Source: an optimization exercise on an open RTL-to-GDS flow (aim: small area, a short achievable clock period and few clock cycles). Production flows keep margins and buffers that such runs may drop. Function was checked by simulation only, so behaviour that the tests miss may differ from the original. Power is estimated from default activity; no workload was simulated.

==> inputs of 04-02 <==
// mips
module mips (
    input clk,
    input reset,
    output [31:0] i_inst_addr,
    input  [31:0] i_inst_rdata,
    input  [31:0] m_data_rdata,
    output [31:0] m_data_addr,
    output [31:0] m_data_wdata,
    output [ 3:0] m_data_byteen,
    output [31:0] m_inst_addr,
    output        w_grf_we,
    output [ 4:0] w_grf_addr,
    output [31:0] w_grf_wdata,
    output [31:0] w_inst_addr
);
==> flow/config.mk <==
export PLATFORM = sky130hd
export DESIGN_NAME = mips
export DESIGN_NICKNAME = mips
export VERILOG_FILES = /design/flow/design.v
export SDC_FILE = /design/flow/constraint.sdc
export NUM_CORES = 4
export LEC_CHECK = 0
export CAP_MARGIN = 20
export CORE_MARGIN = 2
export CORE_UTILIZATION = 40
export PLACE_DENSITY = 0.6
export SLEW_MARGIN = 20
==> flow/constraint.sdc <==
create_clock -name core_clock -period 15.0 [get_ports {clk}]
set_input_delay 3.0000 -clock core_clock [delete_from_list [all_inputs] [get_ports {clk}]]
set_output_delay 3.0000 -clock core_clock [all_outputs]
set_load 0.01 [all_outputs]
standard.sh (not shown) runs the stock make flow with config.mk's settings and CLKGATE_MAP_FILE= SYNTH_SCRIPT=/design/flow/synth_recipe.tcl, a recipe that flattens the netlist after the stock synthesis.
==> flow/flow/run.sh <==
#!/bin/bash
# Standard synthesis and layout, with these changes to how the layout is made:
# - timing repair aims for a setup slack of SETUP_SLACK_MARGIN ns below the design's clock
#   period instead of just meeting it, working on the worst path only (TNS_END_PERCENT=0);
# - resizing may change a cell's footprint (MATCH_CELL_FOOTPRINT=0);
# - repair keeps 35% below the max-capacitance and max-slew limits (default 20%);
# - every input and output port still gets a buffer, a buf_4 instead of the default delay cell.
# Each step's full output goes to its own log file here; ORFS keeps its logs under orfs/logs.
set -euo pipefail
bash standard.sh synth > synth.log 2>&1
bash standard.sh SETUP_SLACK_MARGIN=10 TNS_END_PERCENT=0 MATCH_CELL_FOOTPRINT=0 CAP_MARGIN=35 SLEW_MARGIN=35 \
  'BUFFER_PORTS_ARGS=-inputs -outputs -buffer_cell sky130_fd_sc_hd__buf_4' \
  finish > layout.log 2>&1
==> inputs of 08-26, as changes to 04-02 <==
==> flow/flow/run.sh (replaced) <==
#!/bin/bash
# Standard synthesis and layout, with these changes to how the layout is made:
# - timing repair aims for a setup slack of SETUP_SLACK_MARGIN ns below the design's clock
#   period instead of just meeting it, working on the worst path only (TNS_END_PERCENT=0);
# - resizing may change a cell's footprint (MATCH_CELL_FOOTPRINT=0);
# - every input and output port still gets a buffer, a buf_4 instead of the default delay cell.
# Each step's full output goes to its own log file here; ORFS keeps its logs under orfs/logs.
set -euo pipefail
bash standard.sh synth > synth.log 2>&1
bash standard.sh SETUP_SLACK_MARGIN=10 TNS_END_PERCENT=0 MATCH_CELL_FOOTPRINT=0 \
  'BUFFER_PORTS_ARGS=-inputs -outputs -buffer_cell sky130_fd_sc_hd__buf_4' \
  finish > layout.log 2>&1
==> inputs of 08-25, as changes to 04-02 <==
--- a/flow/design.v
+++ b/flow/design.v
@@ -171,19 +171,16 @@
     wire f_jal   = f_op == 6'b000011;
     wire f_load  = f_lw | f_lh | f_lb;
     wire f_store = f_sw | f_sh | f_sb;
     wire f_md    = f_mult | f_multu | f_mfhi | f_mflo | f_mthi | f_mtlo;
     wire [4:0] f_wa = (f_add | f_sub | f_and | f_or | f_slt | f_sltu | f_sll | f_mfhi | f_mflo) ? fi[15:11] :
                       (f_ori | f_lui | f_addi | f_andi | f_load) ? fi[20:16] :
                       f_jal ? 5'd31 : 5'd0;
-    wire f_use_rs = f_add | f_sub | f_and | f_or | f_slt | f_sltu | f_jr | f_mult | f_multu |
-                    f_mthi | f_mtlo | f_ori | f_addi | f_andi | f_load | f_store | f_lwm |
-                    f_beq | f_bne | f_btheq;
-    wire f_use_rt = f_add | f_sub | f_and | f_or | f_slt | f_sltu | f_sll | f_mult | f_multu |
-                    f_beq | f_bne | f_btheq;
+    wire f_use_rt = f_R | f_beq | f_bne | f_btheq;
+    wire f_md_w   = f_R & (f_fn[5:4] == 2'b01);
     localparam NC = 24;
     wire [NC-1:0] f_ctl = {
         f_sub | f_slt | f_sltu,              
         f_add | f_sub,                       
         f_addi,                              
         f_and, f_or, f_andi, f_ori, f_lui, f_sll, f_slt, f_sltu,   
         f_lh, f_lb, f_load,                  
@@ -234,16 +231,16 @@
     wire msigned = ctl[0];
     wire [15:0] imm = ir[15:0];
     wire [ 4:0] sh  = ir[10:6];
     wire [31:0] a = opA;
     wire [31:0] b = opB;
     wire md_busy, md_busy_next;
     wire x_ld   = load & (x_wa != 5'd0);
-    wire f_wait = (f_md & md_busy_next) | (lwm & (f_use_rs | f_use_rt)) |
-                  (x_ld & ((f_use_rs & (fi[25:21] == x_wa)) | (f_use_rt & (fi[20:16] == x_wa))));
+    wire f_wait = (f_md_w & md_busy_next) | lwm |
+                  (x_ld & ((fi[25:21] == x_wa) | (f_use_rt & (fi[20:16] == x_wa))));
     reg         refetch;
     wire        x_cti = beq | bne | btheq | jal | jr;
     wire [31:0] rf_a, rf_b;
     wire [ 4:0] ra1 = fi[25:21];
     wire [ 4:0] ra2 = fi[20:16];
     wire [ 4:0] wa_M;    
     wire [31:0] wd_M;
@@ -326,15 +323,15 @@
     wire [15:0] half = m_val[1] ? m_data_rdata[31:16] : m_data_rdata[15:0];
     wire [ 7:0] byte_ = m_val[0] ? half[15:8] : half[7:0];
     wire [31:0] ld = m_lb ? {{24{byte_[7]}}, byte_} :
                      m_lh ? {{16{half[15]}}, half} : m_data_rdata;
     wire [ 4:0] lwm_dst = m_data_rdata[4:0] - m_b[4:0];
     assign wd_M = (m_load | m_lwm) ? ld : m_val;
     assign wa_M = m_lwm ? lwm_dst : m_wa;
-    wire [31:0] b_fw = m_writes(ir[20:16]) ? wd_M : b;
+    wire [31:0] b_fw = (m_wa != 5'd0 && m_wa == ir[20:16]) ? wd_M : b;
     wire [31:0] pc_Fi = refetch ? pc_X : pc_F;    
     always @(posedge clk) begin
         if (reset) begin
             pc_F     <= 32'h3000;
             refetch  <= 1'b0;
             ctl      <= {NC{1'b0}};
             x_mthi   <= 1'b0;
==> flow/flow/run.sh (replaced) <==
#!/bin/bash
# Standard synthesis and layout, with these changes to how the layout is made:
# - timing repair aims for a setup slack of SETUP_SLACK_MARGIN ns below the design's clock
#   period instead of just meeting it, working on the worst path only (TNS_END_PERCENT=0);
# - resizing may change a cell's footprint (MATCH_CELL_FOOTPRINT=0);
# - every input and output port still gets a buffer, a buf_4 instead of the default delay cell.
# Each step's full output goes to its own log file here; ORFS keeps its logs under orfs/logs.
set -euo pipefail
bash standard.sh synth > synth.log 2>&1
bash standard.sh SETUP_SLACK_MARGIN=10 TNS_END_PERCENT=0 MATCH_CELL_FOOTPRINT=0 \
  'BUFFER_PORTS_ARGS=-inputs -outputs -buffer_cell sky130_fd_sc_hd__buf_4' \
  finish > layout.log 2>&1
==> comparison table <==
metric                                                                             04-02           08-25              08-26
Result of the run                                                        failed layout checks  finished clean    failed layout checks
Layout check failures                                      capacitance limit, slew limit               -  capacitance limit
Crit path DAT                                                                    6080 ps         6060 ps            5970 ps
Switching component of the power                                                 4.39 mW         4.29 mW            4.38 mW
Die outline area                                                               0.194 mm²       0.195 mm²          0.194 mm²
# clk buffers                                                                        200             185                194
Total area of multi-input combinational cells                                 0.0357 mm²      0.0357 mm²         0.0356 mm²
Met2 Wirelength                                                                   168 mm          164 mm             165 mm
Fraction of the mapped netlist area in simple logic gates                          9.59%           9.72%              9.59%
First-pass detailed-route iteration total                                             13              14                 13
Starting DRT DRC Count                                                             13964           14974              13869
Combinational group share of total power                                           27.4%           26.8%              27.7%
Power of the combinational group                                                 3.47 mW         3.35 mW            3.47 mW
Growth of design area from synthesis to finish                                     18.9%           17.3%              18.0%
Cells after DPL                                                                     9309            9278               9301
Max-cap violations                                                                     1               0                  1
Core area                                                                      0.190 mm²       0.190 mm²          0.190 mm²
Gp weighted congestion                                                              1.03            1.08               1.03
Mean Syn Cell Area                                                              11.2 µm²        11.3 µm²           11.2 µm²
First-pass GRT wire length                                                        527 mm          532 mm             529 mm
Global Route met2 Usage                                                            58.4%           57.2%              57.9%
Seq area share                                                                     43.9%           44.2%              44.2%
Number of buffers created by CTS                                                     162             159                159
Global routing usage on met1                                                       44.8%           44.9%              45.1%
R2R Setup Slk                                                                    9740 ps         9710 ps            9720 ps
Final worst hold slack                                                            341 ps          325 ps             339 ps
Start of the worst register-to-register path                                       ir[1]           ir[7]            ctl[23]
GRT met3 Usage                                                                     14.2%           16.3%              15.2%
Testbench counts of 04-02, summed over its fixed seeds: cycles 13,976.
Testbench counts of 08-26, summed over its fixed seeds: cycles 13,976.
Testbench counts of 08-25, summed over its fixed seeds: cycles 13,989.

-- static timing again, ports no longer ideal --
Ports are ideal in the flow. The routed layouts listed here were re-timed in OpenROAD. Step 1 sets driving cells, clkbuf_16 on the clock port and buf_2 on the other inputs (assumed; they add their load-dependent delay and slew). Step 2 times the ports against the registers' clock, not the clock port: input delays grow and output delays shrink by t, the midpoint of the rising clock arrivals with the driver on. Slacks: ideal ports / drivers / drivers and shift; pairs: ideal ports / drivers.
| run | t, ns | setup slack, ns | worst setup path at the end |
|---|---|---|---|
| 04-02 | 0.920 | 9.601 / 9.660 / 8.740 | input to register |
| 08-26 | 0.923 | 9.686 / 9.723 / 8.824 | input to register |
| 08-25 | 0.928 | 9.702 / 9.714 / 8.817 | input to register |
For 08-25, which loses most, drivers alone change the setup slack by +0.012 ns; drivers and shift together by -0.885 ns.
